This is an optimization exercise on Yosys and OpenROAD, whose aim is small area and a short achievable clock period, not a production implementation. Function was checked by simulation only, so behaviour that the tests miss may differ from the original. No driver is modelled on the clock port, so clocking that relies on it looks cheaper here than on a real chip. Power figures rest on the tool's default switching activity, not on a simulated workload.

File: design/flow/flow/run.sh
#!/bin/bash
# Own layout flow: the standard flow (standard.sh, unchanged synthesis)
# with stronger timing repair, plain buffers on the ports and a clock tree
# without dummy loads. Each tool's output goes to the ORFS logs under
# orfs/logs/; make's own output goes to standard.log.
set -euo pipefail
cd "$(dirname "$0")/.."
bash standard.sh \
  MATCH_CELL_FOOTPRINT=0 \
  SETUP_SLACK_MARGIN=8 \
  "BUFFER_PORTS_ARGS=-buffer_cell sky130_fd_sc_hd__buf_2" \
  "CTS_ARGS=-sink_clustering_enable -repair_clock_nets -dont_use_dummy_load -sink_clustering_size 28 -sink_clustering_max_diameter 90" \
  finish > standard.log 2>&1
File: design/flow/standard.sh
#!/bin/bash
# synth_recipe.tcl (not shown) runs the flow's synth.tcl, then flattens the netlist and writes it again
# the make line also repeats each setting of config.mk as NAME=value (left out here)
make -C /OpenROAD-flow-scripts/flow DESIGN_CONFIG=/design/flow/config.mk WORK_HOME=/design/flow/orfs CLKGATE_MAP_FILE= SYNTH_SCRIPT=/design/flow/synth_recipe.tcl "${@:-finish}"
File: design/flow/config.mk
export PLATFORM = sky130hd
export DESIGN_NAME = SingleCycleMIPS
export DESIGN_NICKNAME = SingleCycleMIPS
export VERILOG_FILES = /design/flow/design.v
export SDC_FILE = /design/flow/constraint.sdc
export NUM_CORES = 8
export LEC_CHECK = 0
export CAP_MARGIN = 20
export CORE_MARGIN = 2
export CORE_UTILIZATION = 55
export PLACE_DENSITY = 0.65
export SLEW_MARGIN = 20
export SYNTH_HIERARCHICAL = 1
File: design/flow/constraint.sdc
create_clock -name core_clock -period 18.0 [get_ports {clk}]
set_input_delay 3.6000 -clock core_clock [delete_from_list [all_inputs] [get_ports {clk}]]
set_output_delay 3.6000 -clock core_clock [all_outputs]
set_load 0.01 [all_outputs]
File: design/flow/design.v
module addr_add(input [8:0] a, input [8:0] imm, output [6:0] y);
    wire pn1, gn2, tn4, pn6, gn7, tn9, pn11, gn12;
    wire tn15, pn17, gn18, tn21, pn23, gn24, tn27, pn29;
    wire gn30, tn33, pn35, gn36, tn39, pn41, gn42, tn45;
    wire pn47, gn48, g50, g52, p54, g56, p58, g60;
    wire p62, i64, g66, g68, i70, g72, p74, g76;
    wire p78, g80, i82, g84, g86, g88;
    c_nand2 u3(.a(a[0]), .b(imm[0]), .y(gn2));
    c_nor2 u5(.a(a[0]), .b(imm[0]), .y(tn4));
    c_nand2 u8(.a(a[1]), .b(imm[1]), .y(gn7));
    c_nor2 u10(.a(a[1]), .b(imm[1]), .y(tn9));
    c_xnor2 u13(.a(a[2]), .b(imm[2]), .y(pn11));
    c_nand2 u14(.a(a[2]), .b(imm[2]), .y(gn12));
    c_nor2 u16(.a(a[2]), .b(imm[2]), .y(tn15));
    c_xnor2 u19(.a(a[3]), .b(imm[3]), .y(pn17));
    c_nand2 u20(.a(a[3]), .b(imm[3]), .y(gn18));
    c_nor2 u22(.a(a[3]), .b(imm[3]), .y(tn21));
    c_xnor2 u25(.a(a[4]), .b(imm[4]), .y(pn23));
    c_nand2 u26(.a(a[4]), .b(imm[4]), .y(gn24));
    c_nor2 u28(.a(a[4]), .b(imm[4]), .y(tn27));
    c_xnor2 u31(.a(a[5]), .b(imm[5]), .y(pn29));
    c_nand2 u32(.a(a[5]), .b(imm[5]), .y(gn30));
    c_nor2 u34(.a(a[5]), .b(imm[5]), .y(tn33));
    c_xnor2 u37(.a(a[6]), .b(imm[6]), .y(pn35));
    c_nand2 u38(.a(a[6]), .b(imm[6]), .y(gn36));
    c_nor2 u40(.a(a[6]), .b(imm[6]), .y(tn39));
    c_xnor2 u43(.a(a[7]), .b(imm[7]), .y(pn41));
    c_nand2 u44(.a(a[7]), .b(imm[7]), .y(gn42));
    c_nor2 u46(.a(a[7]), .b(imm[7]), .y(tn45));
    c_xnor2 u49(.a(a[8]), .b(imm[8]), .y(pn47));
    c_o21ai u51(.a1(tn9), .a2(gn2), .b(gn7), .y(g50));
    c_o21ai u53(.a1(tn21), .a2(gn12), .b(gn18), .y(g52));
    c_nor2 u55(.a(tn21), .b(tn15), .y(p54));
    c_o21ai u57(.a1(tn33), .a2(gn24), .b(gn30), .y(g56));
    c_nor2 u59(.a(tn33), .b(tn27), .y(p58));
    c_o21ai u61(.a1(tn45), .a2(gn36), .b(gn42), .y(g60));
    c_nor2 u63(.a(tn45), .b(tn39), .y(p62));
    c_inv u65(.a(tn15), .y(i64));
    c_a21boi u67(.a1(i64), .a2(g50), .bn(gn12), .y(g66));
    c_a21oi u69(.a1(p54), .a2(g50), .b(g52), .y(g68));
    c_inv u71(.a(tn39), .y(i70));
    c_a21boi u73(.a1(i70), .a2(g56), .bn(gn36), .y(g72));
    c_nand2 u75(.a(i70), .b(p58), .y(p74));
    c_a21oi u77(.a1(p62), .a2(g56), .b(g60), .y(g76));
    c_nand2 u79(.a(p62), .b(p58), .y(p78));
    c_o21ai u81(.a1(tn27), .a2(g68), .b(gn24), .y(g80));
    c_inv u83(.a(p58), .y(i82));
    c_o21bai u85(.a1(i82), .a2(g68), .bn(g56), .y(g84));
    c_o21ai u87(.a1(p74), .a2(g68), .b(g72), .y(g86));
    c_o21ai u89(.a1(p78), .a2(g68), .b(g76), .y(g88));
    c_xnor2 u90(.a(pn11), .b(g50), .y(y[0]));
    c_xor2 u91(.a(pn17), .b(g66), .y(y[1]));
    c_xor2 u92(.a(pn23), .b(g68), .y(y[2]));
    c_xnor2 u93(.a(pn29), .b(g80), .y(y[3]));
    c_xnor2 u94(.a(pn35), .b(g84), .y(y[4]));
    c_xnor2 u95(.a(pn41), .b(g86), .y(y[5]));
    c_xnor2 u96(.a(pn47), .b(g88), .y(y[6]));
endmodule
module sh_level #(parameter K = 1, parameter INV = 0) (input [31:0] x, input l, n, r, output [31:0] y);
    genvar i;
    generate for (i = 0; i < 32; i = i + 1) begin : g
        wire xl = (i - K >= 0) ? x[(i - K) < 0 ? 0 : i - K] : (INV ? l : r);
        wire xr = (i + K <= 31) ? x[(i + K) > 31 ? 31 : i + K] : x[31];
        c_aoi222 u(.a1(l), .a2(xl), .b1(n), .b2(x[i]), .c1(r), .c2(xr), .y(y[i]));
    end endgenerate
endmodule
module alu_add(input [31:0] an, input [31:0] bn, input cin, output [31:0] sum, output eq,
               output [31:0] orr, output [31:0] xn);
    wire g65, g67, p69, g71, p73, g75, p77, g79;
    wire p81, g83, p85, g87, p89, g91, p93, g95;
    wire p97, g99, p101, g103, p105, g107, p109, g111;
    wire p113, g115, p117, g119, p121, g123, p125, g127;
    wire g129, p131, g133, p135, g137, p139, g141, p143;
    wire g145, p147, g149, p151, g153, p155, g157, g159;
    wire p161, g163, p165, g167, p169, g171, g173, p175;
    wire g177, i179, g181, i183, g185, g187, g189, i191;
    wire g193, g195, g197, g199, g201, i203, g205, g207;
    wire i209, g211, g213, g215, g217, g219, i221, g223;
    wire g225, g227, g229, i231, g233, g235, g237, g239;
    wire i241, g243, g245, e279, e281, e283, e285, e287;
    wire e289, e291, e293, e295, e297, e299, e301, e303;
    wire e305, e307, e309, e311, e313, e315, e317;
    c_xnor2 u1(.a(an[0]), .b(bn[0]), .y(xn[0]));
    c_nand2 u2(.a(an[0]), .b(bn[0]), .y(orr[0]));
    c_xnor2 u3(.a(an[1]), .b(bn[1]), .y(xn[1]));
    c_nand2 u4(.a(an[1]), .b(bn[1]), .y(orr[1]));
    c_xnor2 u5(.a(an[2]), .b(bn[2]), .y(xn[2]));
    c_nand2 u6(.a(an[2]), .b(bn[2]), .y(orr[2]));
    c_xnor2 u7(.a(an[3]), .b(bn[3]), .y(xn[3]));
    c_nand2 u8(.a(an[3]), .b(bn[3]), .y(orr[3]));
    c_xnor2 u9(.a(an[4]), .b(bn[4]), .y(xn[4]));
    c_nand2 u10(.a(an[4]), .b(bn[4]), .y(orr[4]));
    c_xnor2 u11(.a(an[5]), .b(bn[5]), .y(xn[5]));
    c_nand2 u12(.a(an[5]), .b(bn[5]), .y(orr[5]));
    c_xnor2 u13(.a(an[6]), .b(bn[6]), .y(xn[6]));
    c_nand2 u14(.a(an[6]), .b(bn[6]), .y(orr[6]));
    c_xnor2 u15(.a(an[7]), .b(bn[7]), .y(xn[7]));
    c_nand2 u16(.a(an[7]), .b(bn[7]), .y(orr[7]));
    c_xnor2 u17(.a(an[8]), .b(bn[8]), .y(xn[8]));
    c_nand2 u18(.a(an[8]), .b(bn[8]), .y(orr[8]));
    c_xnor2 u19(.a(an[9]), .b(bn[9]), .y(xn[9]));
    c_nand2 u20(.a(an[9]), .b(bn[9]), .y(orr[9]));
    c_xnor2 u21(.a(an[10]), .b(bn[10]), .y(xn[10]));
    c_nand2 u22(.a(an[10]), .b(bn[10]), .y(orr[10]));
    c_xnor2 u23(.a(an[11]), .b(bn[11]), .y(xn[11]));
    c_nand2 u24(.a(an[11]), .b(bn[11]), .y(orr[11]));
    c_xnor2 u25(.a(an[12]), .b(bn[12]), .y(xn[12]));
    c_nand2 u26(.a(an[12]), .b(bn[12]), .y(orr[12]));
    c_xnor2 u27(.a(an[13]), .b(bn[13]), .y(xn[13]));
    c_nand2 u28(.a(an[13]), .b(bn[13]), .y(orr[13]));
    c_xnor2 u29(.a(an[14]), .b(bn[14]), .y(xn[14]));
    c_nand2 u30(.a(an[14]), .b(bn[14]), .y(orr[14]));
    c_xnor2 u31(.a(an[15]), .b(bn[15]), .y(xn[15]));
    c_nand2 u32(.a(an[15]), .b(bn[15]), .y(orr[15]));
    c_xnor2 u33(.a(an[16]), .b(bn[16]), .y(xn[16]));
    c_nand2 u34(.a(an[16]), .b(bn[16]), .y(orr[16]));
    c_xnor2 u35(.a(an[17]), .b(bn[17]), .y(xn[17]));
    c_nand2 u36(.a(an[17]), .b(bn[17]), .y(orr[17]));
    c_xnor2 u37(.a(an[18]), .b(bn[18]), .y(xn[18]));
    c_nand2 u38(.a(an[18]), .b(bn[18]), .y(orr[18]));
    c_xnor2 u39(.a(an[19]), .b(bn[19]), .y(xn[19]));
    c_nand2 u40(.a(an[19]), .b(bn[19]), .y(orr[19]));
    c_xnor2 u41(.a(an[20]), .b(bn[20]), .y(xn[20]));
    c_nand2 u42(.a(an[20]), .b(bn[20]), .y(orr[20]));
    c_xnor2 u43(.a(an[21]), .b(bn[21]), .y(xn[21]));
    c_nand2 u44(.a(an[21]), .b(bn[21]), .y(orr[21]));
    c_xnor2 u45(.a(an[22]), .b(bn[22]), .y(xn[22]));
    c_nand2 u46(.a(an[22]), .b(bn[22]), .y(orr[22]));
    c_xnor2 u47(.a(an[23]), .b(bn[23]), .y(xn[23]));
    c_nand2 u48(.a(an[23]), .b(bn[23]), .y(orr[23]));
    c_xnor2 u49(.a(an[24]), .b(bn[24]), .y(xn[24]));
    c_nand2 u50(.a(an[24]), .b(bn[24]), .y(orr[24]));
    c_xnor2 u51(.a(an[25]), .b(bn[25]), .y(xn[25]));
    c_nand2 u52(.a(an[25]), .b(bn[25]), .y(orr[25]));
    c_xnor2 u53(.a(an[26]), .b(bn[26]), .y(xn[26]));
    c_nand2 u54(.a(an[26]), .b(bn[26]), .y(orr[26]));
    c_xnor2 u55(.a(an[27]), .b(bn[27]), .y(xn[27]));
    c_nand2 u56(.a(an[27]), .b(bn[27]), .y(orr[27]));
    c_xnor2 u57(.a(an[28]), .b(bn[28]), .y(xn[28]));
    c_nand2 u58(.a(an[28]), .b(bn[28]), .y(orr[28]));
    c_xnor2 u59(.a(an[29]), .b(bn[29]), .y(xn[29]));
    c_nand2 u60(.a(an[29]), .b(bn[29]), .y(orr[29]));
    c_xnor2 u61(.a(an[30]), .b(bn[30]), .y(xn[30]));
    c_nand2 u62(.a(an[30]), .b(bn[30]), .y(orr[30]));
    c_xnor2 u63(.a(an[31]), .b(bn[31]), .y(xn[31]));
    c_nand2 u64(.a(an[31]), .b(bn[31]), .y(orr[31]));
    c_o21ai u66(.a1(xn[0]), .a2(cin), .b(orr[0]), .y(g65));
    c_o21ai u68(.a1(xn[2]), .a2(orr[1]), .b(orr[2]), .y(g67));
    c_nor2 u70(.a(xn[2]), .b(xn[1]), .y(p69));
    c_o21ai u72(.a1(xn[4]), .a2(orr[3]), .b(orr[4]), .y(g71));
    c_nor2 u74(.a(xn[4]), .b(xn[3]), .y(p73));
    c_o21ai u76(.a1(xn[6]), .a2(orr[5]), .b(orr[6]), .y(g75));
    c_nor2 u78(.a(xn[6]), .b(xn[5]), .y(p77));
    c_o21ai u80(.a1(xn[8]), .a2(orr[7]), .b(orr[8]), .y(g79));
    c_nor2 u82(.a(xn[8]), .b(xn[7]), .y(p81));
    c_o21ai u84(.a1(xn[10]), .a2(orr[9]), .b(orr[10]), .y(g83));
    c_nor2 u86(.a(xn[10]), .b(xn[9]), .y(p85));
    c_o21ai u88(.a1(xn[12]), .a2(orr[11]), .b(orr[12]), .y(g87));
    c_nor2 u90(.a(xn[12]), .b(xn[11]), .y(p89));
    c_o21ai u92(.a1(xn[14]), .a2(orr[13]), .b(orr[14]), .y(g91));
    c_nor2 u94(.a(xn[14]), .b(xn[13]), .y(p93));
    c_o21ai u96(.a1(xn[16]), .a2(orr[15]), .b(orr[16]), .y(g95));
    c_nor2 u98(.a(xn[16]), .b(xn[15]), .y(p97));
    c_o21ai u100(.a1(xn[18]), .a2(orr[17]), .b(orr[18]), .y(g99));
    c_nor2 u102(.a(xn[18]), .b(xn[17]), .y(p101));
    c_o21ai u104(.a1(xn[20]), .a2(orr[19]), .b(orr[20]), .y(g103));
    c_nor2 u106(.a(xn[20]), .b(xn[19]), .y(p105));
    c_o21ai u108(.a1(xn[22]), .a2(orr[21]), .b(orr[22]), .y(g107));
    c_nor2 u110(.a(xn[22]), .b(xn[21]), .y(p109));
    c_o21ai u112(.a1(xn[24]), .a2(orr[23]), .b(orr[24]), .y(g111));
    c_nor2 u114(.a(xn[24]), .b(xn[23]), .y(p113));
    c_o21ai u116(.a1(xn[26]), .a2(orr[25]), .b(orr[26]), .y(g115));
    c_nor2 u118(.a(xn[26]), .b(xn[25]), .y(p117));
    c_o21ai u120(.a1(xn[28]), .a2(orr[27]), .b(orr[28]), .y(g119));
    c_nor2 u122(.a(xn[28]), .b(xn[27]), .y(p121));
    c_o21ai u124(.a1(xn[30]), .a2(orr[29]), .b(orr[30]), .y(g123));
    c_nor2 u126(.a(xn[30]), .b(xn[29]), .y(p125));
    c_a21oi u128(.a1(p69), .a2(g65), .b(g67), .y(g127));
    c_a21oi u130(.a1(p77), .a2(g71), .b(g75), .y(g129));
    c_nand2 u132(.a(p77), .b(p73), .y(p131));
    c_a21oi u134(.a1(p85), .a2(g79), .b(g83), .y(g133));
    c_nand2 u136(.a(p85), .b(p81), .y(p135));
    c_a21oi u138(.a1(p93), .a2(g87), .b(g91), .y(g137));
    c_nand2 u140(.a(p93), .b(p89), .y(p139));
    c_a21oi u142(.a1(p101), .a2(g95), .b(g99), .y(g141));
    c_nand2 u144(.a(p101), .b(p97), .y(p143));
    c_a21oi u146(.a1(p109), .a2(g103), .b(g107), .y(g145));
    c_nand2 u148(.a(p109), .b(p105), .y(p147));
    c_a21oi u150(.a1(p117), .a2(g111), .b(g115), .y(g149));
    c_nand2 u152(.a(p117), .b(p113), .y(p151));
    c_a21oi u154(.a1(p125), .a2(g119), .b(g123), .y(g153));
    c_nand2 u156(.a(p125), .b(p121), .y(p155));
    c_o21ai u158(.a1(p131), .a2(g127), .b(g129), .y(g157));
    c_o21ai u160(.a1(p139), .a2(g133), .b(g137), .y(g159));
    c_nor2 u162(.a(p139), .b(p135), .y(p161));
    c_o21ai u164(.a1(p147), .a2(g141), .b(g145), .y(g163));
    c_nor2 u166(.a(p147), .b(p143), .y(p165));
    c_o21ai u168(.a1(p155), .a2(g149), .b(g153), .y(g167));
    c_nor2 u170(.a(p155), .b(p151), .y(p169));
    c_a21oi u172(.a1(p161), .a2(g157), .b(g159), .y(g171));
    c_a21oi u174(.a1(p169), .a2(g163), .b(g167), .y(g173));
    c_nand2 u176(.a(p169), .b(p165), .y(p175));
    c_o21ai u178(.a1(p175), .a2(g171), .b(g173), .y(g177));
    c_inv u180(.a(g171), .y(i179));
    c_a21oi u182(.a1(p165), .a2(i179), .b(g163), .y(g181));
    c_inv u184(.a(g157), .y(i183));
    c_o21ai u186(.a1(p135), .a2(i183), .b(g133), .y(g185));
    c_o21ai u188(.a1(p143), .a2(g171), .b(g141), .y(g187));
    c_o21ai u190(.a1(p151), .a2(g181), .b(g149), .y(g189));
    c_inv u192(.a(g127), .y(i191));
    c_a21oi u194(.a1(p73), .a2(i191), .b(g71), .y(g193));
    c_a21oi u196(.a1(p81), .a2(g157), .b(g79), .y(g195));
    c_a21oi u198(.a1(p89), .a2(g185), .b(g87), .y(g197));
    c_a21oi u200(.a1(p97), .a2(i179), .b(g95), .y(g199));
    c_a21oi u202(.a1(p105), .a2(g187), .b(g103), .y(g201));
    c_inv u204(.a(g181), .y(i203));
    c_a21oi u206(.a1(p113), .a2(i203), .b(g111), .y(g205));
    c_a21oi u208(.a1(p121), .a2(g189), .b(g119), .y(g207));
    c_inv u210(.a(g65), .y(i209));
    c_o21ai u212(.a1(xn[1]), .a2(i209), .b(orr[1]), .y(g211));
    c_o21ai u214(.a1(xn[3]), .a2(g127), .b(orr[3]), .y(g213));
    c_o21ai u216(.a1(xn[5]), .a2(g193), .b(orr[5]), .y(g215));
    c_o21ai u218(.a1(xn[7]), .a2(i183), .b(orr[7]), .y(g217));
    c_o21ai u220(.a1(xn[9]), .a2(g195), .b(orr[9]), .y(g219));
    c_inv u222(.a(g185), .y(i221));
    c_o21ai u224(.a1(xn[11]), .a2(i221), .b(orr[11]), .y(g223));
    c_o21ai u226(.a1(xn[13]), .a2(g197), .b(orr[13]), .y(g225));
    c_o21ai u228(.a1(xn[15]), .a2(g171), .b(orr[15]), .y(g227));
    c_o21ai u230(.a1(xn[17]), .a2(g199), .b(orr[17]), .y(g229));
    c_inv u232(.a(g187), .y(i231));
    c_o21ai u234(.a1(xn[19]), .a2(i231), .b(orr[19]), .y(g233));
    c_o21ai u236(.a1(xn[21]), .a2(g201), .b(orr[21]), .y(g235));
    c_o21ai u238(.a1(xn[23]), .a2(g181), .b(orr[23]), .y(g237));
    c_o21ai u240(.a1(xn[25]), .a2(g205), .b(orr[25]), .y(g239));
    c_inv u242(.a(g189), .y(i241));
    c_o21ai u244(.a1(xn[27]), .a2(i241), .b(orr[27]), .y(g243));
    c_o21ai u246(.a1(xn[29]), .a2(g207), .b(orr[29]), .y(g245));
    c_xnor2 u247(.a(xn[0]), .b(cin), .y(sum[0]));
    c_xor2 u248(.a(xn[1]), .b(g65), .y(sum[1]));
    c_xor2 u249(.a(xn[2]), .b(g211), .y(sum[2]));
    c_xnor2 u250(.a(xn[3]), .b(g127), .y(sum[3]));
    c_xor2 u251(.a(xn[4]), .b(g213), .y(sum[4]));
    c_xnor2 u252(.a(xn[5]), .b(g193), .y(sum[5]));
    c_xor2 u253(.a(xn[6]), .b(g215), .y(sum[6]));
    c_xor2 u254(.a(xn[7]), .b(g157), .y(sum[7]));
    c_xor2 u255(.a(xn[8]), .b(g217), .y(sum[8]));
    c_xnor2 u256(.a(xn[9]), .b(g195), .y(sum[9]));
    c_xor2 u257(.a(xn[10]), .b(g219), .y(sum[10]));
    c_xor2 u258(.a(xn[11]), .b(g185), .y(sum[11]));
    c_xor2 u259(.a(xn[12]), .b(g223), .y(sum[12]));
    c_xnor2 u260(.a(xn[13]), .b(g197), .y(sum[13]));
    c_xor2 u261(.a(xn[14]), .b(g225), .y(sum[14]));
    c_xnor2 u262(.a(xn[15]), .b(g171), .y(sum[15]));
    c_xor2 u263(.a(xn[16]), .b(g227), .y(sum[16]));
    c_xnor2 u264(.a(xn[17]), .b(g199), .y(sum[17]));
    c_xor2 u265(.a(xn[18]), .b(g229), .y(sum[18]));
    c_xor2 u266(.a(xn[19]), .b(g187), .y(sum[19]));
    c_xor2 u267(.a(xn[20]), .b(g233), .y(sum[20]));
    c_xnor2 u268(.a(xn[21]), .b(g201), .y(sum[21]));
    c_xor2 u269(.a(xn[22]), .b(g235), .y(sum[22]));
    c_xnor2 u270(.a(xn[23]), .b(g181), .y(sum[23]));
    c_xor2 u271(.a(xn[24]), .b(g237), .y(sum[24]));
    c_xnor2 u272(.a(xn[25]), .b(g205), .y(sum[25]));
    c_xor2 u273(.a(xn[26]), .b(g239), .y(sum[26]));
    c_xor2 u274(.a(xn[27]), .b(g189), .y(sum[27]));
    c_xor2 u275(.a(xn[28]), .b(g243), .y(sum[28]));
    c_xnor2 u276(.a(xn[29]), .b(g207), .y(sum[29]));
    c_xor2 u277(.a(xn[30]), .b(g245), .y(sum[30]));
    c_xor2 u278(.a(xn[31]), .b(g177), .y(sum[31]));
    c_nor2 u280(.a(xn[0]), .b(xn[1]), .y(e279));
    c_nor2 u282(.a(xn[2]), .b(xn[3]), .y(e281));
    c_nor2 u284(.a(xn[4]), .b(xn[5]), .y(e283));
    c_nor2 u286(.a(xn[6]), .b(xn[7]), .y(e285));
    c_nor2 u288(.a(xn[8]), .b(xn[9]), .y(e287));
    c_nor2 u290(.a(xn[10]), .b(xn[11]), .y(e289));
    c_nor2 u292(.a(xn[12]), .b(xn[13]), .y(e291));
    c_nor2 u294(.a(xn[14]), .b(xn[15]), .y(e293));
    c_nor2 u296(.a(xn[16]), .b(xn[17]), .y(e295));
    c_nor2 u298(.a(xn[18]), .b(xn[19]), .y(e297));
    c_nor2 u300(.a(xn[20]), .b(xn[21]), .y(e299));
    c_nor2 u302(.a(xn[22]), .b(xn[23]), .y(e301));
    c_nor2 u304(.a(xn[24]), .b(xn[25]), .y(e303));
    c_nor2 u306(.a(xn[26]), .b(xn[27]), .y(e305));
    c_nor2 u308(.a(xn[28]), .b(xn[29]), .y(e307));
    c_nor2 u310(.a(xn[30]), .b(xn[31]), .y(e309));
    c_nand4 u312(.a(e279), .b(e281), .c(e283), .d(e285), .y(e311));
    c_nand4 u314(.a(e287), .b(e289), .c(e291), .d(e293), .y(e313));
    c_nand4 u316(.a(e295), .b(e297), .c(e299), .d(e301), .y(e315));
    c_nand4 u318(.a(e303), .b(e305), .c(e307), .d(e309), .y(e317));
    c_nor4 u319(.a(e311), .b(e313), .c(e315), .d(e317), .y(eq));
endmodule
module c_inv(input a, output y);            assign y = ~a;                              endmodule
module c_buf(input a, output y);            assign y = a;                               endmodule
module c_nand2(input a, b, output y);       assign y = ~(a & b);                        endmodule
module c_nor2(input a, b, output y);        assign y = ~(a | b);                        endmodule
module c_nand3(input a, b, c, output y);    assign y = ~(a & b & c);                    endmodule
module c_nor3(input a, b, c, output y);     assign y = ~(a | b | c);                    endmodule
module c_nand4(input a, b, c, d, output y); assign y = ~(a & b & c & d);                endmodule
module c_nor4(input a, b, c, d, output y);  assign y = ~(a | b | c | d);                endmodule
module c_xor2(input a, b, output y);        assign y = a ^ b;                           endmodule
module c_xnor2(input a, b, output y);       assign y = ~(a ^ b);                        endmodule
module c_a21oi(input a1, a2, b, output y);  assign y = ~((a1 & a2) | b);                endmodule
module c_o21ai(input a1, a2, b, output y);  assign y = ~((a1 | a2) & b);                endmodule
module c_a21boi(input a1, a2, bn, output y); assign y = ~((a1 & a2) | ~bn);             endmodule
module c_o21bai(input a1, a2, bn, output y); assign y = ~((a1 | a2) & ~bn);             endmodule
module c_ao22(input a1, a2, b1, b2, output y);  assign y = (a1 & a2) | (b1 & b2);       endmodule
module c_aoi22(input a1, a2, b1, b2, output y); assign y = ~((a1 & a2) | (b1 & b2));    endmodule
module c_aoi222(input a1, a2, b1, b2, c1, c2, output y);
    assign y = ~((a1 & a2) | (b1 & b2) | (c1 & c2));
endmodule
module c_o21a(input a1, a2, b, output y);   assign y = (a1 | a2) & b;                   endmodule
module c_ha(input a, b, output s, co);      assign s = a ^ b; assign co = a & b;        endmodule
module rf_rdbit(input [31:1] s, input [31:1] d, output yn);
    wire [10:0] t;
    wire [2:0]  o;
    genvar k;
    generate for (k = 0; k < 10; k = k + 1) begin : g
        c_aoi222 u(.a1(s[3*k+1]), .a2(d[3*k+1]), .b1(s[3*k+2]), .b2(d[3*k+2]),
                   .c1(s[3*k+3]), .c2(d[3*k+3]), .y(t[k]));
    end endgenerate
    c_nand2 u10(.a(s[31]), .b(d[31]), .y(t[10]));
    c_nand4 n0(.a(t[0]), .b(t[1]), .c(t[2]), .d(t[3]), .y(o[0]));
    c_nand4 n1(.a(t[4]), .b(t[5]), .c(t[6]), .d(t[7]), .y(o[1]));
    c_nand3 n2(.a(t[8]), .b(t[9]), .c(t[10]), .y(o[2]));
    c_nor3  r (.a(o[0]), .b(o[1]), .c(o[2]), .y(yn));
endmodule
module rf_rdbit_fast(input [31:1] s, input [31:1] d, output ya, output yb);
    wire [31:1] t;
    wire [7:0]  o;
    wire [3:0]  q;
    genvar k;
    generate for (k = 1; k < 32; k = k + 1) begin : g
        c_nand2 u(.a(s[k]), .b(d[k]), .y(t[k]));
    end endgenerate
    generate for (k = 0; k < 7; k = k + 1) begin : h
        c_nand4 u(.a(t[4*k+1]), .b(t[4*k+2]), .c(t[4*k+3]), .d(t[4*k+4]), .y(o[k]));
    end endgenerate
    c_nand3 n7(.a(t[29]), .b(t[30]), .c(t[31]), .y(o[7]));
    generate for (k = 0; k < 4; k = k + 1) begin : m
        c_nor2 u(.a(o[2*k]), .b(o[2*k+1]), .y(q[k]));
    end endgenerate
    c_nand4 ra(.a(q[0]), .b(q[1]), .c(q[2]), .d(q[3]), .y(ya));
    c_nand4 rb(.a(q[0]), .b(q[1]), .c(q[2]), .d(q[3]), .y(yb));
endmodule
module rf_dec(input [4:0] a, output [31:1] s);
    genvar i;
    generate for (i = 1; i < 32; i = i + 1) begin : g
        assign s[i] = (a == i);
    end endgenerate
endmodule
module pc_inc(input [29:0] pc, output [29:0] y);
    wire [29:0] c;
    c_inv i0(.a(pc[0]), .y(y[0]));
    assign c[1] = pc[0];
    genvar i;
    generate for (i = 1; i < 29; i = i + 1) begin : g
        c_ha h(.a(pc[i]), .b(c[i]), .s(y[i]), .co(c[i+1]));
    end endgenerate
    c_xor2 x29(.a(pc[29]), .b(c[29]), .y(y[29]));
endmodule
module pc_br_add(input [29:0] pc, input [15:0] imm, output [29:0] y);
    wire pn1, gn2, pn5, gn6, pn9, gn10, pn13, gn14;
    wire pn17, gn18, pn21, gn22, pn25, gn26, pn29, gn30;
    wire pn33, gn34, pn37, gn38, pn41, gn42, pn45, gn46;
    wire pn49, gn50, pn53, gn54, pn57, gn58, pn61, gn62;
    wire pn65, gn66, pn69, gn70, pn73, gn74, pn77, gn78;
    wire pn81, gn82, pn85, gn86, pn89, gn90, pn93, gn94;
    wire pn97, gn98, pn101, gn102, pn105, gn106, pn109, gn110;
    wire pn113, gn114, pn117, gn118, g120, g122, p124, g126;
    wire p128, g130, p132, g134, p136, g138, p140, g142;
    wire p144, g146, p148, g150, p152, g154, p156, g158;
    wire p160, g162, p164, g166, p168, g170, p172, g174;
    wire g176, p178, g180, p182, g184, p186, g188, p190;
    wire g192, p194, g196, p198, g200, g202, p204, g206;
    wire p208, g210, i212, g214, i216, g218, g220, g222;
    wire i224, g226, g228, g230, g232, g234, i236, g238;
    wire i240, g242, g244, g246, g248, g250, i252, g254;
    wire g256, g258, g260, i262, g264, g266, g268, g270;
    wire i272, g274;
    c_xnor2 u3(.a(pc[0]), .b(imm[0]), .y(y[0]));
    c_nor2 u4(.a(pc[0]), .b(imm[0]), .y(gn2));
    c_xnor2 u7(.a(pc[1]), .b(imm[1]), .y(pn5));
    c_nand2 u8(.a(pc[1]), .b(imm[1]), .y(gn6));
    c_xnor2 u11(.a(pc[2]), .b(imm[2]), .y(pn9));
    c_nand2 u12(.a(pc[2]), .b(imm[2]), .y(gn10));
    c_xnor2 u15(.a(pc[3]), .b(imm[3]), .y(pn13));
    c_nand2 u16(.a(pc[3]), .b(imm[3]), .y(gn14));
    c_xnor2 u19(.a(pc[4]), .b(imm[4]), .y(pn17));
    c_nand2 u20(.a(pc[4]), .b(imm[4]), .y(gn18));
    c_xnor2 u23(.a(pc[5]), .b(imm[5]), .y(pn21));
    c_nand2 u24(.a(pc[5]), .b(imm[5]), .y(gn22));
    c_xnor2 u27(.a(pc[6]), .b(imm[6]), .y(pn25));
    c_nand2 u28(.a(pc[6]), .b(imm[6]), .y(gn26));
    c_xnor2 u31(.a(pc[7]), .b(imm[7]), .y(pn29));
    c_nand2 u32(.a(pc[7]), .b(imm[7]), .y(gn30));
    c_xnor2 u35(.a(pc[8]), .b(imm[8]), .y(pn33));
    c_nand2 u36(.a(pc[8]), .b(imm[8]), .y(gn34));
    c_xnor2 u39(.a(pc[9]), .b(imm[9]), .y(pn37));
    c_nand2 u40(.a(pc[9]), .b(imm[9]), .y(gn38));
    c_xnor2 u43(.a(pc[10]), .b(imm[10]), .y(pn41));
    c_nand2 u44(.a(pc[10]), .b(imm[10]), .y(gn42));
    c_xnor2 u47(.a(pc[11]), .b(imm[11]), .y(pn45));
    c_nand2 u48(.a(pc[11]), .b(imm[11]), .y(gn46));
    c_xnor2 u51(.a(pc[12]), .b(imm[12]), .y(pn49));
    c_nand2 u52(.a(pc[12]), .b(imm[12]), .y(gn50));
    c_xnor2 u55(.a(pc[13]), .b(imm[13]), .y(pn53));
    c_nand2 u56(.a(pc[13]), .b(imm[13]), .y(gn54));
    c_xnor2 u59(.a(pc[14]), .b(imm[14]), .y(pn57));
    c_nand2 u60(.a(pc[14]), .b(imm[14]), .y(gn58));
    c_xnor2 u63(.a(pc[15]), .b(imm[15]), .y(pn61));
    c_nand2 u64(.a(pc[15]), .b(imm[15]), .y(gn62));
    c_xnor2 u67(.a(pc[16]), .b(imm[15]), .y(pn65));
    c_nand2 u68(.a(pc[16]), .b(imm[15]), .y(gn66));
    c_xnor2 u71(.a(pc[17]), .b(imm[15]), .y(pn69));
    c_nand2 u72(.a(pc[17]), .b(imm[15]), .y(gn70));
    c_xnor2 u75(.a(pc[18]), .b(imm[15]), .y(pn73));
    c_nand2 u76(.a(pc[18]), .b(imm[15]), .y(gn74));
    c_xnor2 u79(.a(pc[19]), .b(imm[15]), .y(pn77));
    c_nand2 u80(.a(pc[19]), .b(imm[15]), .y(gn78));
    c_xnor2 u83(.a(pc[20]), .b(imm[15]), .y(pn81));
    c_nand2 u84(.a(pc[20]), .b(imm[15]), .y(gn82));
    c_xnor2 u87(.a(pc[21]), .b(imm[15]), .y(pn85));
    c_nand2 u88(.a(pc[21]), .b(imm[15]), .y(gn86));
    c_xnor2 u91(.a(pc[22]), .b(imm[15]), .y(pn89));
    c_nand2 u92(.a(pc[22]), .b(imm[15]), .y(gn90));
    c_xnor2 u95(.a(pc[23]), .b(imm[15]), .y(pn93));
    c_nand2 u96(.a(pc[23]), .b(imm[15]), .y(gn94));
    c_xnor2 u99(.a(pc[24]), .b(imm[15]), .y(pn97));
    c_nand2 u100(.a(pc[24]), .b(imm[15]), .y(gn98));
    c_xnor2 u103(.a(pc[25]), .b(imm[15]), .y(pn101));
    c_nand2 u104(.a(pc[25]), .b(imm[15]), .y(gn102));
    c_xnor2 u107(.a(pc[26]), .b(imm[15]), .y(pn105));
    c_nand2 u108(.a(pc[26]), .b(imm[15]), .y(gn106));
    c_xnor2 u111(.a(pc[27]), .b(imm[15]), .y(pn109));
    c_nand2 u112(.a(pc[27]), .b(imm[15]), .y(gn110));
    c_xnor2 u115(.a(pc[28]), .b(imm[15]), .y(pn113));
    c_nand2 u116(.a(pc[28]), .b(imm[15]), .y(gn114));
    c_xnor2 u119(.a(pc[29]), .b(imm[15]), .y(pn117));
    c_o21ai u121(.a1(pn5), .a2(gn2), .b(gn6), .y(g120));
    c_o21ai u123(.a1(pn13), .a2(gn10), .b(gn14), .y(g122));
    c_nor2 u125(.a(pn13), .b(pn9), .y(p124));
    c_o21ai u127(.a1(pn21), .a2(gn18), .b(gn22), .y(g126));
    c_nor2 u129(.a(pn21), .b(pn17), .y(p128));
    c_o21ai u131(.a1(pn29), .a2(gn26), .b(gn30), .y(g130));
    c_nor2 u133(.a(pn29), .b(pn25), .y(p132));
    c_o21ai u135(.a1(pn37), .a2(gn34), .b(gn38), .y(g134));
    c_nor2 u137(.a(pn37), .b(pn33), .y(p136));
    c_o21ai u139(.a1(pn45), .a2(gn42), .b(gn46), .y(g138));
    c_nor2 u141(.a(pn45), .b(pn41), .y(p140));
    c_o21ai u143(.a1(pn53), .a2(gn50), .b(gn54), .y(g142));
    c_nor2 u145(.a(pn53), .b(pn49), .y(p144));
    c_o21ai u147(.a1(pn61), .a2(gn58), .b(gn62), .y(g146));
    c_nor2 u149(.a(pn61), .b(pn57), .y(p148));
    c_o21ai u151(.a1(pn69), .a2(gn66), .b(gn70), .y(g150));
    c_nor2 u153(.a(pn69), .b(pn65), .y(p152));
    c_o21ai u155(.a1(pn77), .a2(gn74), .b(gn78), .y(g154));
    c_nor2 u157(.a(pn77), .b(pn73), .y(p156));
    c_o21ai u159(.a1(pn85), .a2(gn82), .b(gn86), .y(g158));
    c_nor2 u161(.a(pn85), .b(pn81), .y(p160));
    c_o21ai u163(.a1(pn93), .a2(gn90), .b(gn94), .y(g162));
    c_nor2 u165(.a(pn93), .b(pn89), .y(p164));
    c_o21ai u167(.a1(pn101), .a2(gn98), .b(gn102), .y(g166));
    c_nor2 u169(.a(pn101), .b(pn97), .y(p168));
    c_o21ai u171(.a1(pn109), .a2(gn106), .b(gn110), .y(g170));
    c_nor2 u173(.a(pn109), .b(pn105), .y(p172));
    c_a21oi u175(.a1(p124), .a2(g120), .b(g122), .y(g174));
    c_a21oi u177(.a1(p132), .a2(g126), .b(g130), .y(g176));
    c_nand2 u179(.a(p132), .b(p128), .y(p178));
    c_a21oi u181(.a1(p140), .a2(g134), .b(g138), .y(g180));
    c_nand2 u183(.a(p140), .b(p136), .y(p182));
    c_a21oi u185(.a1(p148), .a2(g142), .b(g146), .y(g184));
    c_nand2 u187(.a(p148), .b(p144), .y(p186));
    c_a21oi u189(.a1(p156), .a2(g150), .b(g154), .y(g188));
    c_nand2 u191(.a(p156), .b(p152), .y(p190));
    c_a21oi u193(.a1(p164), .a2(g158), .b(g162), .y(g192));
    c_nand2 u195(.a(p164), .b(p160), .y(p194));
    c_a21oi u197(.a1(p172), .a2(g166), .b(g170), .y(g196));
    c_nand2 u199(.a(p172), .b(p168), .y(p198));
    c_o21ai u201(.a1(p178), .a2(g174), .b(g176), .y(g200));
    c_o21ai u203(.a1(p186), .a2(g180), .b(g184), .y(g202));
    c_nor2 u205(.a(p186), .b(p182), .y(p204));
    c_o21ai u207(.a1(p194), .a2(g188), .b(g192), .y(g206));
    c_nor2 u209(.a(p194), .b(p190), .y(p208));
    c_a21oi u211(.a1(p204), .a2(g200), .b(g202), .y(g210));
    c_inv u213(.a(g210), .y(i212));
    c_a21oi u215(.a1(p208), .a2(i212), .b(g206), .y(g214));
    c_inv u217(.a(g200), .y(i216));
    c_o21ai u219(.a1(p182), .a2(i216), .b(g180), .y(g218));
    c_o21ai u221(.a1(p190), .a2(g210), .b(g188), .y(g220));
    c_o21ai u223(.a1(p198), .a2(g214), .b(g196), .y(g222));
    c_inv u225(.a(g174), .y(i224));
    c_a21oi u227(.a1(p128), .a2(i224), .b(g126), .y(g226));
    c_a21oi u229(.a1(p136), .a2(g200), .b(g134), .y(g228));
    c_a21oi u231(.a1(p144), .a2(g218), .b(g142), .y(g230));
    c_a21oi u233(.a1(p152), .a2(i212), .b(g150), .y(g232));
    c_a21oi u235(.a1(p160), .a2(g220), .b(g158), .y(g234));
    c_inv u237(.a(g214), .y(i236));
    c_a21oi u239(.a1(p168), .a2(i236), .b(g166), .y(g238));
    c_inv u241(.a(g120), .y(i240));
    c_o21ai u243(.a1(pn9), .a2(i240), .b(gn10), .y(g242));
    c_o21ai u245(.a1(pn17), .a2(g174), .b(gn18), .y(g244));
    c_o21ai u247(.a1(pn25), .a2(g226), .b(gn26), .y(g246));
    c_o21ai u249(.a1(pn33), .a2(i216), .b(gn34), .y(g248));
    c_o21ai u251(.a1(pn41), .a2(g228), .b(gn42), .y(g250));
    c_inv u253(.a(g218), .y(i252));
    c_o21ai u255(.a1(pn49), .a2(i252), .b(gn50), .y(g254));
    c_o21ai u257(.a1(pn57), .a2(g230), .b(gn58), .y(g256));
    c_o21ai u259(.a1(pn65), .a2(g210), .b(gn66), .y(g258));
    c_o21ai u261(.a1(pn73), .a2(g232), .b(gn74), .y(g260));
    c_inv u263(.a(g220), .y(i262));
    c_o21ai u265(.a1(pn81), .a2(i262), .b(gn82), .y(g264));
    c_o21ai u267(.a1(pn89), .a2(g234), .b(gn90), .y(g266));
    c_o21ai u269(.a1(pn97), .a2(g214), .b(gn98), .y(g268));
    c_o21ai u271(.a1(pn105), .a2(g238), .b(gn106), .y(g270));
    c_inv u273(.a(g222), .y(i272));
    c_o21ai u275(.a1(pn113), .a2(i272), .b(gn114), .y(g274));
    c_xor2 u276(.a(pn5), .b(gn2), .y(y[1]));
    c_xnor2 u277(.a(pn9), .b(g120), .y(y[2]));
    c_xnor2 u278(.a(pn13), .b(g242), .y(y[3]));
    c_xor2 u279(.a(pn17), .b(g174), .y(y[4]));
    c_xnor2 u280(.a(pn21), .b(g244), .y(y[5]));
    c_xor2 u281(.a(pn25), .b(g226), .y(y[6]));
    c_xnor2 u282(.a(pn29), .b(g246), .y(y[7]));
    c_xnor2 u283(.a(pn33), .b(g200), .y(y[8]));
    c_xnor2 u284(.a(pn37), .b(g248), .y(y[9]));
    c_xor2 u285(.a(pn41), .b(g228), .y(y[10]));
    c_xnor2 u286(.a(pn45), .b(g250), .y(y[11]));
    c_xnor2 u287(.a(pn49), .b(g218), .y(y[12]));
    c_xnor2 u288(.a(pn53), .b(g254), .y(y[13]));
    c_xor2 u289(.a(pn57), .b(g230), .y(y[14]));
    c_xnor2 u290(.a(pn61), .b(g256), .y(y[15]));
    c_xor2 u291(.a(pn65), .b(g210), .y(y[16]));
    c_xnor2 u292(.a(pn69), .b(g258), .y(y[17]));
    c_xor2 u293(.a(pn73), .b(g232), .y(y[18]));
    c_xnor2 u294(.a(pn77), .b(g260), .y(y[19]));
    c_xnor2 u295(.a(pn81), .b(g220), .y(y[20]));
    c_xnor2 u296(.a(pn85), .b(g264), .y(y[21]));
    c_xor2 u297(.a(pn89), .b(g234), .y(y[22]));
    c_xnor2 u298(.a(pn93), .b(g266), .y(y[23]));
    c_xor2 u299(.a(pn97), .b(g214), .y(y[24]));
    c_xnor2 u300(.a(pn101), .b(g268), .y(y[25]));
    c_xor2 u301(.a(pn105), .b(g238), .y(y[26]));
    c_xnor2 u302(.a(pn109), .b(g270), .y(y[27]));
    c_xnor2 u303(.a(pn113), .b(g222), .y(y[28]));
    c_xnor2 u304(.a(pn117), .b(g274), .y(y[29]));
endmodule
module SingleCycleMIPS(
    clk,
    rst_n,
    IR_addr,
    IR,
    ReadDataMem,
    CEN,
    WEN,
    A,
    Data2Mem,
    OEN
);
    input         clk, rst_n;
    input  [31:0] IR;
    output [31:0] IR_addr;
    input  [31:0] ReadDataMem;
    output        CEN;
    output        WEN;
    output [6:0]  A;
    output [31:0] Data2Mem;
    output        OEN;
    wire [5:0]  op     = IR[31:26];
    wire [4:0]  rs     = IR[25:21];
    wire [4:0]  rt     = IR[20:16];
    wire [4:0]  rd     = IR[15:11];
    wire [4:0]  shamt  = IR[10:6];
    wire [5:0]  funct  = IR[5:0];
    wire [31:0] se     = {{16{IR[15]}}, IR[15:0]};
    wire rtype   = ~(op[5] | op[3] | op[2] | op[1]);
    wire is_sw   = op[5] & op[3];
    wire is_lw   = op[5] & ~op[3];
    wire is_addi = ~op[5] & op[3];
    wire is_br   = ~op[5] & op[2];        
    wire is_jmp  = ~op[5] & op[1];        
    wire is_jal  = is_jmp & op[0];
    wire use_imm = op[5] | op[3];         
    wire f_sll   = ~funct[1];             
    wire f_jr    = rtype & ~funct[5] & funct[3];
    wire s_add   = is_addi | (rtype & funct[5] & ~funct[3] & ~funct[2]);   
    wire s_log   = rtype & funct[5] & ~funct[3] & funct[2];                
    wire s_slt   = rtype & funct[5] & funct[3];
    wire s_sh    = rtype & ~funct[5] & ~funct[3];                          
    wire s_neg   = is_br | (rtype & funct[5] & funct[1]);                  
    wire s_pos   = ~use_imm & ~s_neg;
    wire reg_we  = rtype | is_lw | is_addi | is_jal;
    wire [4:0] wa = is_jal ? 5'd31 : (rtype ? rd : rt);
    reg  [31:0] r [1:31];
    wire [31:0] wd;
    wire [31:0] rd1, rd1n, rd2, rd2n;
    wire [8:0]  rd1a;            
    wire [31:1] s1, s1f, s2, we, wen;
    rf_dec d1 (.a(rs), .s(s1));
    rf_dec d1f(.a(rs), .s(s1f));
    rf_dec d2 (.a(rt), .s(s2));
    genvar i, j;
    generate for (i = 1; i < 32; i = i + 1) begin : g_sel
        assign we[i]  = (reg_we & (wa == i)) | ~rst_n;
        assign wen[i] = ~we[i];
    end endgenerate
    generate for (j = 0; j < 32; j = j + 1) begin : g_bit
        wire [31:1] col;
        for (i = 1; i < 32; i = i + 1) begin : g_w
            wire dn;
            assign col[i] = r[i][j];
            c_ao22 h(.a1(we[i]), .a2((i < 16) ? wd[j] : wdb[j]), .b1(wen[i]), .b2(r[i][j]), .y(dn));
            always @(posedge clk) r[i][j] <= dn;
        end
        if (j < 9) begin : g_fast
            rf_rdbit_fast p1(.s(s1f), .d(col), .ya(rd1a[j]), .yb(rd1[j]));
            c_inv         i1(.a(rd1[j]), .y(rd1n[j]));
        end else begin : g_slow
            rf_rdbit      p1(.s(s1), .d(col), .yn(rd1n[j]));
            c_inv         i1(.a(rd1n[j]), .y(rd1[j]));
        end
        rf_rdbit p2(.s(s2), .d(col), .yn(rd2n[j]));
        c_inv    i2(.a(rd2n[j]), .y(rd2[j]));
        c_inv    i3(.a(rd2n[j]), .y(Data2Mem[j]));      
    end endgenerate
    wire [31:0] bn, sum, orr, xn;
    wire        eq;
    generate for (j = 0; j < 32; j = j + 1) begin : g_b
        c_aoi222 u(.a1(use_imm), .a2(se[j]), .b1(s_pos), .b2(rd2[j]), .c1(s_neg), .c2(rd2n[j]), .y(bn[j]));
    end endgenerate
    alu_add u_add(.an(rd1n), .bn(bn), .cin(s_neg), .sum(sum), .eq(eq), .orr(orr), .xn(xn));
    wire lt = (rd1[31] ^ rd2[31]) ? rd1[31] : sum[31];
    wire [4:0] shl, shn, shr;
    generate for (j = 0; j < 5; j = j + 1) begin : g_shs
        assign shl[j] = f_sll & shamt[j];
        assign shr[j] = ~f_sll & shamt[j];
        assign shn[j] = ~shamt[j];
    end endgenerate
    wire [31:0] x16n, x8, x4n, x2;
    sh_level #(16, 0) u_sh16(.x(rd2),  .l(shl[4]), .n(shn[4]), .r(shr[4]), .y(x16n));
    sh_level #(8, 1)  u_sh8 (.x(x16n), .l(shl[3]), .n(shn[3]), .r(shr[3]), .y(x8));
    sh_level #(4, 0)  u_sh4 (.x(x8),   .l(shl[2]), .n(shn[2]), .r(shr[2]), .y(x4n));
    sh_level #(2, 1)  u_sh2 (.x(x4n),  .l(shl[1]), .n(shn[1]), .r(shr[1]), .y(x2));
    wire sl1 = rst_n & s_sh & shl[0];
    wire sr1 = rst_n & s_sh & shr[0];
    wire sn1 = rst_n & s_sh & shn[0];
    wire w_add = rst_n & s_add;
    wire w_log = rst_n & s_log;
    wire w_jal = rst_n & is_jal;
    wire w_lw  = rst_n & is_lw;
    wire w_slt = rst_n & s_slt;
    wire [29:0] pc1;
    wire [31:0] wdb;
    generate for (j = 0; j < 32; j = j + 1) begin : g_wb
        wire lg, t1, t2, t3;
        wire xl = (j >= 1)  ? x2[(j >= 1)  ? j - 1 : 0] : sr1;    
        wire xr = (j <= 30) ? x2[(j <= 30) ? j + 1 : 0] : x2[31];
        c_o21a   m (.a1(funct[0]), .a2(xn[j]), .b(orr[j]), .y(lg));
        c_aoi222 a1(.a1(w_add), .a2(sum[j]), .b1(w_log), .b2(lg), .c1(sn1), .c2(x2[j]), .y(t1));
        if (j < 30) begin : g_pc
            c_aoi222 a2(.a1(sl1), .a2(xl), .b1(sr1), .b2(xr), .c1(w_jal), .c2(pc1[j]), .y(t2));
        end else begin : g_nopc
            c_aoi22  a2(.a1(sl1), .a2(xl), .b1(sr1), .b2(xr), .y(t2));
        end
        c_nand2  a3(.a(w_lw), .b(ReadDataMem[j]), .y(t3));
        if (j == 0) begin : g_slt
            wire t4;
            c_nand2 a4(.a(w_slt), .b(lt), .y(t4));
            c_nand4 o (.a(t1), .b(t2), .c(t3), .d(t4), .y(wd[j]));
            c_nand4 ob(.a(t1), .b(t2), .c(t3), .d(t4), .y(wdb[j]));
        end else begin : g_o
            c_nand3 o (.a(t1), .b(t2), .c(t3), .y(wd[j]));
            c_nand3 ob(.a(t1), .b(t2), .c(t3), .y(wdb[j]));
        end
    end endgenerate
    reg  [29:0] pc;
    wire [29:0] pcb, pcd;
    pc_inc    u_inc(.pc(pc), .y(pc1));
    pc_br_add u_br (.pc(pc), .imm(IR[15:0]), .y(pcb));
    wire [29:0] pcj = {pc1[29:26], IR[25:0]};
    wire taken  = is_br & (eq ^ op[0]);
    wire p_jr   = rst_n & f_jr;
    wire p_j    = rst_n & is_jmp;
    wire p_br   = rst_n & taken;
    wire p_seq  = rst_n & ~f_jr & ~is_jmp & ~taken;
    generate for (j = 0; j < 30; j = j + 1) begin : g_pc
        wire u, w;
        c_aoi222 a(.a1(p_jr), .a2(rd1[j]), .b1(p_j), .b2(pcj[j]), .c1(p_br), .c2(pcb[j]), .y(u));
        c_nand2  b(.a(p_seq), .b(pc1[j]), .y(w));
        c_nand2  o(.a(u), .b(w), .y(pcd[j]));
    end endgenerate
    always @(posedge clk) pc <= pcd;
    assign IR_addr  = {pc, 2'b00};
    assign CEN      = ~op[5];
    assign WEN      = ~is_sw;
    assign OEN      = ~is_lw;
    addr_add u_a(.a(rd1a), .imm(IR[8:0]), .y(A));
endmodule
==> Implementation_results.wiki, run 1 <==
{| class="wikitable"
! Metric !! Value
|-
| Placed Instance Area || 0.0505 mm2
|-
| Worst-case hold slack || 0.499 ns
|-
| Final period util || 56.7%
|-
| Worst path arrival time || 6.61 ns
|-
| Library cell with the largest summed area after synthesis || dfxtp_1
|-
| Library cells used by synthesis || 49
|-
| Detailed router's first-iteration violation count || 11700
|-
| Synth-to-Final Area Change || 11.7%
|-
| Detailed-placement wirelength estimate || 142 mm
|-
| Clock Pin Slew Worst Setup and Hold Paths || 0.05 ns
|-
| Placer's final routability congestion estimate || 1.09
|-
| Req. time, crit path || 14.40 ns
|-
| Width of the chip || 296 um
|-
| Y dimension of the die || 296 um
|-
| Top cell family by delay on the critical path || simple AND/OR/NAND/NOR gates
|-
| Hold-fix buffer count after cts || 0
|-
| Number of placed I/O pins || 140
|-
| Top library cells by usage in the layout, fill and taps aside || dfxtp_1 (1022), a22o_1 (992), a222oi_1 (802)
|-
| Crit-path cells || clkbuf_4 > nand2b_4 > nor2_2 > buf_4 > a222oi_1 > nand4_1 > nor3_2 > inv_1 > buf_2
|-
| Crit Path Category || in -> out
|-
| Vias in the first global route || 43700
|-
| Number of stages on the worst hold path || 1
|-
| Floorplan Core Area || 0.0847 mm2
|-
| Setup repair after global routing missed its margin || true
|-
| Post-synth EDFFs || 0
|-
| Synthesized area per cell || 10.3 um2
|-
| CTS tree || done
|-
| Number of clock sinks || 1022
|-
| Worst voltage drop across the vdd grid || 86.1 uV
|-
| Main flop type after synthesis || dfxtp_1
|-
| Origin of the critical flop-to-flop path || pc[0]
|-
| Initial standard-cell utilization of the core || 55.3%
|-
| Sink of the worst hold path || r[13][4]
|-
| Final routed wirelength across all metal layers || 223 mm
|-
| Detailed-router iteration count before antenna repair || 23
|-
| Area share of the leading cell type in the synthesized netlist || 43.7%
|-
| Site row count || 107
|-
| Status || timing/DRC/antenna clean
|-
| Final design utilization || 61.8%
|-
| Layout cell share with drive strength beyond 1 || 13.5%
|-
| Die Footprint || 0.0876 mm2
|-
| Clk Tree Root Cell || clkbuf_16
|-
| Type of origin of the critical path || input pin
|-
| Maximum count of clock buffers along a single path || 3
|-
| Antenna violations before repair || 1
|-
| Final-stage net count || 4941
|-
| Synthesized area || 0.0469 mm2
|-
| Worst clock skew || 0.0968 ns
|-
| Clock latency on the worst-skew pair || 0.67 ns
|-
| Tightest Hold Check Type || reg -> reg
|-
| Most area-consuming cells after synthesis || dfxtp_1 (44%), a22o_1 (19%), a222oi_1 (17%)
|-
| Relative slew slack || 12.3%
|-
| Yosys warning count || 9
|-
| Buffering stage count on the worst path with inverters included || 4
|-
| Seq cells post-synth || 1022
|-
| Final design area excluding fillers || 0.0524 mm2
|-
| Maximum achievable frequency || 97.9 MHz
|-
| First-pass GRT wire length || 312 mm
|-
| Areal power density over the cells || 104 mW/mm2
|-
| End of the worst register-to-register path || r[1][29]
|-
| Number of CTS-inserted buffers || 45
|-
| Slew Viols, Final || 0
|-
| Maximum fanout encountered on the critical timing path || 32
|-
| Transition time at the pin with the least slew margin || 1.32 ns
|-
| Pin count of the biggest net entering global routing || 66
|-
| Setup violation total in the final timing report || 0
|-
| Average routed wire per standard cell || 37.3 um
|-
| Post-detailed-route DRC marker count || 0
|-
| Sort of element at the end of the critical path || primary output
|-
| Startpoint of the lowest-slack hold path || r[13][4]
|-
| Global router's overall resource usage || 48.6%
|-
| Largest stage delay on the critical path || 0.99 ns
|-
| Final ANT Viol Nets || 0
|-
| Hold Fails Final Rpt || 0
|-
| Share of synthesized flip-flops with an asynchronous set or reset || 0%
|-
| Number of maximum-capacitance violations || 0
|-
| Post-detailed-route via-to-cell ratio || 8.26
|-
| Port-buffer cells || 136
|-
| Leakage component of the power || 20.0 nW
|-
| Final critical delay including setup and external delays || 10.21 ns
|-
| Via total after detailed routing || 49500
|-
| Slowest cell on the critical path || a222oi_1
|-
| Sum of negative setup slack || 0 ns
|-
| Total congestion overflow || 0
|-
| R2r setup slk || 10.18 ns
|-
| Post-Synthesis Cells || 4551
|-
| Total number of H-tree levels || 2
|-
| Most frequent standard cell in the layout excluding fill and tap cells || dfxtp_1
|-
| Path depth of the worst reg2reg path || 32
|-
| Register area share after synthesis || 43.7%
|}
cell type report:
class,instances,area (um2)
tap,1144,1430
antenna,1,2.50
fill,7211,32400
inverter,123,462
timing repair buffer,290,1880
clock buffer,45,1130
sequential,1022,20500
multi-input combinational,3365,27000
Yosys stat by module, one instance, submodules excluded, a selection:
module | flip-flops and latches | area (um2)
c_nor4 | 0 | 12.5
c_aoi22 | 0 | 12.5
c_inv | 0 | 3.75
c_o21a | 0 | 7.51
rf_dec | 0 | 218
c_ao22 | 0 | 8.76
c_nand2 | 0 | 3.75
c_o21bai | 0 | 7.51
flip-flops by register name, summed over array words and instances (netlist names):
register and count:
pc 30, r 992
layer usage:
layer  part of all wire (%)  vias up  global-route usage [%]
met1                     35    23500                    63.1
met2                     39     4580                    67.2
met5                      0        -                       0
met3                     15     1011                    13.3
li1                       -    20400                       -
met4                     10        0                    39.6
through the flow:
stage,worst slack (ns),cells,power (mW)
after floorplan,8.78,4552,3.70
after global placement,6.68,5920,4.16
after detailed placement,6.66,5920,4.19
after CTS,8.02,5977,5.33
after global routing,7.87,5989,5.58
final,7.79,5990,5.43
timing repair:
item / in CTS / in global routing
pin swaps: 9 / 19
cloned: 0 / 0
endpoints found under the hold margin: 0 / 0
resized for setup: 90 / 34
endpoints found under the setup margin: 456 / 374
buffers inserted: 12 / 11
kinds of logic after synthesis:
family	Yosys count	share of synthesized area, %
AO/OA/AOI/OAI	2017	39.4
AND/OR/NAND/NOR	1171	12.0
flip-flops	1022	43.7
buffers and inverters	165	1.42
XOR/XNOR	139	2.60
adder cells (fa/ha/maj)	28	0.748
multiplexers	8	0.192
other	1	0.00800
power by group:
group,internal (mW),total (mW),switching (mW)
sequential,2.60,2.88,0.278
combinational,0.508,1.36,0.857
clock,0.450,1.18,0.729
how the worst max path moves through the flow:
stage / startpoint / to / slack (ns) / depth (start not counted)
final: IR[20] / Data2Mem[25] / 7.79 / 9
after global routing: IR[20] / r[29][20] / 7.87 / 21
after CTS: IR[19] / Data2Mem[14] / 8.02 / 9
after detailed placement: IR[20] / r[8][30] / 6.66 / 23
after global placement: IR[20] / r[3][30] / 6.68 / 23
after floorplan: IR[20] / Data2Mem[0] / 8.78 / 7
cells in the mapped netlist (55+ instances only):
library cell,n
a222oi_1,802
a22o_1,992
dfxtp_1,1022
inv_1,123
nand2_1,523
nand3_1,130
nand4_1,197
nor2_1,209
nor3_2,55
o21ai_1,80
xnor2_1,104
==> inputs of run 2 (changes only) <==
==> design/flow/flow/run.sh (replaced) <==
#!/bin/bash
# Own layout flow: the standard flow (standard.sh, unchanged synthesis)
# with stronger timing repair (a larger setup margin and more repair passes,
# see hooks.tcl), plain buffers on the ports and a clock tree without dummy
# loads. Each tool's output goes to the ORFS logs under orfs/logs/; make's
# own output goes to standard.log.
set -euo pipefail
cd "$(dirname "$0")/.."
HOOKS="$PWD/flow/hooks.tcl"
bash standard.sh \
  MATCH_CELL_FOOTPRINT=0 \
  SETUP_SLACK_MARGIN=8.5 \
  "BUFFER_PORTS_ARGS=-buffer_cell sky130_fd_sc_hd__buf_2" \
  "CTS_ARGS=-sink_clustering_enable -repair_clock_nets -dont_use_dummy_load -sink_clustering_size 28 -sink_clustering_max_diameter 90" \
  "PRE_FLOORPLAN_TCL=$HOOKS" "PRE_CTS_TCL=$HOOKS" "PRE_GLOBAL_ROUTE_TCL=$HOOKS" \
  finish > standard.log 2>&1
==> design/flow/flow/hooks.tcl (new file) <==
# Sourced before the floorplan, CTS and global-route steps: the same timing
# repair as ORFS's repair_timing_helper, with more repair passes.
proc repair_timing_helper { args } {
  set additional_args {}
  append_env_var additional_args SETUP_SLACK_MARGIN -setup_margin 1
  append_env_var additional_args HOLD_SLACK_MARGIN -hold_margin 1
  append_env_var additional_args SETUP_MOVE_SEQUENCE -sequence 1
  append_env_var additional_args TNS_END_PERCENT -repair_tns 1
  append_env_var additional_args SKIP_PIN_SWAP -skip_pin_swap 0
  append_env_var additional_args SKIP_GATE_CLONING -skip_gate_cloning 0
  append_env_var additional_args SKIP_BUFFER_REMOVAL -skip_buffer_removal 0
  append_env_var additional_args SKIP_LAST_GASP -skip_last_gasp 0
  append_env_var additional_args SKIP_VT_SWAP -skip_vt_swap 0
  append_env_var additional_args SKIP_CRIT_VT_SWAP -skip_crit_vt_swap 0
  append_env_var additional_args MATCH_CELL_FOOTPRINT -match_cell_footprint 0
  lappend additional_args -max_passes 200
  lappend additional_args {*}$args -verbose
  log_cmd repair_timing {*}$additional_args
}
==> run 2 against run 1 <==
- sequential power hardly changed
- area after synthesis did not move
- global-route usage rose by 0.38 points
- critical path depth is 2 higher
- critical path type unchanged
- critical endpoint is now Data2Mem[22]
- highest routed layer unchanged
==> Implementation_results.wiki, run 2 <==
{| class="wikitable"
! Metric !! Value
|-
| Final ANT Viol Nets || 0
|-
| Port-buffer cells || 136
|-
| Clock power frac || 21.5%
|-
| Area share of the leading cell type in the synthesized netlist || 43.7%
|-
| Relative slew slack || 14.3%
|-
| Y dimension of the die || 296 um
|-
| Crit Path Category || in -> out
|-
| Leakage component of the power || 20.8 nW
|-
| Areal power density over the cells || 102 mW/mm2
|-
| Detailed-placement wirelength estimate || 142 mm
|-
| Most area-consuming cells after synthesis || dfxtp_1 (44%), a22o_1 (19%), a222oi_1 (17%)
|-
| Largest registers || r: 992 flops, pc: 30 flops
|-
| Width of the chip || 296 um
|-
| Number of clock sinks || 1022
|-
| Average routed wire per standard cell || 37.6 um
|-
| Number of CTS-inserted buffers || 45
|-
| Top library cells by usage in the layout, fill and taps aside || dfxtp_1 (1022), a22o_1 (992), a222oi_1 (802)
|-
| Maximum fanout encountered on the critical timing path || 32
|-
| R2r setup slk || 10.24 ns
|-
| Dominant cell by count in the synthesized netlist || dfxtp_1
|-
| Maximum achievable frequency || 103 MHz
|-
| Placer's final routability congestion estimate || 1.09
|-
| Main flop type after synthesis || dfxtp_1
|-
| Share of synthesized flip-flops with an asynchronous set or reset || 0%
|-
| Pin count of the biggest net entering global routing || 66
|-
| Final-stage net count || 5031
|-
| Power after layout || 5.48 mW
|-
| Register area share after synthesis || 43.7%
|-
| Origin of the critical flop-to-flop path || pc[0]
|-
| Status || timing/DRC/antenna clean
|-
| Vias in the first global route || 44300
|-
| First-pass GRT wire length || 314 mm
|-
| Number of maximum-capacitance violations || 0
|-
| Proportion of power drawn by flip-flops and latches || 52.6%
|-
| Via total after detailed routing || 50300
|-
| Slew Viols, Final || 0
|-
| Final critical delay including setup and external delays || 9.72 ns
|-
| Worst voltage drop across the vdd grid || 87.0 uV
|-
| Antenna violations before repair || 0
|-
| Sum of negative setup slack || 0 ns
|-
| Type of origin of the critical path || input pin
|-
| Worst path arrival time || 6.12 ns
|-
| Post-detailed-route via-to-cell ratio || 8.28
|-
| Number of placed I/O pins || 140
|-
| Sw power || 1.88 mW
|-
| Layout cell share with drive strength beyond 1 || 16.0%
|-
| Synth-to-Final Area Change || 15.3%
|-
| Hold-fix buffer count after cts || 0
|-
| Setup repair after global routing missed its margin || true
|-
| CTS tree || done
|-
| Global router's overall resource usage || 49.0%
|-
| Switching share of power || 34.4%
|-
| Largest Register || r
|-
| Detailed router's first-iteration violation count || 12300
|-
| Part of the power in combinational logic || 25.9%
|-
| Internal Dissipation || 3.60 mW
|-
| Commonest cells in the netlist || dfxtp_1 (1022), a22o_1 (992), a222oi_1 (802)
|-
| Path depth of the worst reg2reg path || 32
|-
| Transition time at the pin with the least slew margin || 1.29 ns
|-
| Synthesized area per cell || 10.3 um2
|-
| Final period util || 54.0%
|-
| Hold Fails Final Rpt || 0
|-
| Req. time, crit path || 14.40 ns
|-
| Post-synth EDFFs || 0
|-
| Worst clock skew || 0.0949 ns
|-
| Post-detailed-route DRC marker count || 0
|-
| Max FFs per register || 992
|-
| Site row count || 107
|-
| # fillers || 7012
|-
| Total congestion overflow || 0
|-
| Antenna cell count || 0
|-
| Final design utilization || 63.7%
|-
| Setup violation total in the final timing report || 0
|-
| Clock latency on the worst-skew pair || 0.67 ns
|-
| Tightest Hold Check Type || reg -> reg
|-
| Post-Synthesis Cells || 4551
|-
| Library cells used by synthesis || 49
|-
| Die Footprint || 0.0876 mm2
|-
| Clock Pin Slew Worst Setup and Hold Paths || 0.05 ns
|-
| Seq cells post-synth || 1022
|-
| Synthesized area || 0.0469 mm2
|-
| Final routed wirelength across all metal layers || 228 mm
|-
| Final design area excluding fillers || 0.0540 mm2
|-
| Most frequent standard cell in the layout excluding fill and tap cells || dfxtp_1
|-
| Sort of element at the end of the critical path || primary output
|-
| End of the worst register-to-register path || r[23][29]
|-
| Floorplan Core Area || 0.0847 mm2
|-
| Placed Instance Area || 0.0505 mm2
|-
| Library cell with the largest summed area after synthesis || dfxtp_1
|-
| Worst-case hold slack || 0.499 ns
|-
| Detailed-router iteration count before antenna repair || 28
|-
| Capturing instance or port of the critical path || Data2Mem[22]
|-
| Initial standard-cell utilization of the core || 55.3%
|-
| Yosys warning count || 9
|-
| Worst setup path startpoint || IR[19]
|}
## run 2: cell counts after synthesis
Identical to the previous run, type by type.
## run 2: logic make-up after synthesis
logic type                 after synthesis  synth area share, %
xor gates and xnor gates               139                 2.60
DFF                                   1022                 43.7
AOI/OAI and AO/OA                     2017                 39.4
adders and majority gates               28                0.748
buffers and inverters                  165                 1.42
other                                    1              0.00800
and+or+nand+nor                       1171                 12.0
muxes                                    8                0.192
## run 2: per-layer routing
layer | share of wire (%) | wire length (um) | GRT usage, %
met2 | 39 | 88900 | 67.7
met4 | 11 | 24100 | 40.5
met3 | 16 | 36200 | 13.7
met5 | 0 | 0 | 0
met1 | 35 | 79200 | 63.2
## run 2: worst min path at each step
stage | depth (start not counted) | slack, ns | to | from
floorplan | 1 | 0.46 | r[10][10] | r[10][10]
global placement | 1 | 0.47 | r[13][12] | r[13][12]
detailed placement | 1 | 0.48 | r[31][23] | r[31][23]
CTS | 1 | 0.50 | r[13][4] | r[13][4]
global route | 1 | 0.52 | r[11][20] | r[11][20]
finish | 1 | 0.50 | r[13][4] | r[13][4]
## run 2: area by class of cell
| type | instances | area, um2 | share of cell area [%] |
|---|---|---|---|
| sequential | 1022 | 20500 | 37.9 |
| inverter | 123 | 462 | 0.855 |
| timing repair buffer | 374 | 3100 | 5.74 |
| multi-input combinational | 3371 | 27400 | 50.8 |
| clock buffer | 45 | 1130 | 2.08 |
| tap | 1144 | 1430 | 2.65 |
## run 2: what timing repair did
action / 4_1_cts / 5_1_grt
gates resized for setup: 214 / 113
buffers inserted: 63 / 35
setup endpoints to repair: 768 / 446
gates cloned: 3 / 12
pin swaps: 96 / 84
## run 2: metrics by stage
step,cells,setup slack [ns]
after global routing,6079,8.36
after floorplan,4552,8.78
after detailed placement,5920,6.66
after global placement,5920,6.68
final,6079,8.28
after CTS,6031,8.50
## run 2: power groups by stage
| stage | clock network, mW | logic (mW) | registers (mW) |
|---|---|---|---|
| 6_report | 1.18 | 1.42 | 2.88 |
| 5_1_grt | 1.25 | 1.47 | 2.92 |
| 4_1_cts | 1.17 | 1.33 | 2.87 |
| 3_5_place_dp | 0 | 1.28 | 2.91 |
| 3_3_place_gp | 0 | 1.26 | 2.90 |
| 2_1_floorplan | 0 | 0.850 | 2.85 |
## run 2: modules after synthesis, one instance, submodules excluded, excerpt
module	flip-flops and latches	cells	area, um2	copies in the design
SingleCycleMIPS	1022	1200	21800	1
c_a21boi	0	1	11.3	2
c_nand3	0	1	5.00	126
c_nand4	0	1	6.26	197
c_nor3	0	1	10.0	55
c_o21ai	0	1	5.00	80
rf_dec	0	46	218	3
## run 2: critical path, cell delays in order
cell and delay [ns]:
buf_12 0.13, or2_4 0.17, buf_12 0.13, nor2_4 0.04
buf_8 0.21, a222oi_1 0.42, nand4_1 0.71, nor3_4 0.32
buf_4 0.18, inv_1 0.04, buf_2 0.13

[separate check: timing with driven ports]
The results above use ideal ports. As a check the final layouts listed here were re-extracted and re-timed, cells and wires unchanged.
Step 1 sets driving cells, clkbuf_16 on the clock port and buf_2 on the other inputs (assumed; they add their load-dependent delay and slew).
Step 2 also shifts input and output timing later by t, the mid clock arrival at the registers, as if the neighbouring blocks saw the same clock.
a / b / c = no drivers / after step 1 / after step 2; a / b = the first two.
run	shift t [ns]	setup slack, ns	clock arrival spread, ns
run 1	0.696	7.787 / 7.761 / 7.171	0.096 / 0.097
run 2	0.693	8.281 / 8.206 / 7.630	0.095 / 0.095
After both steps setup and hold are still met in every run listed. For run 2, which loses most, drivers alone change the setup slack by -0.075 ns; drivers and shift together by -0.651 ns.
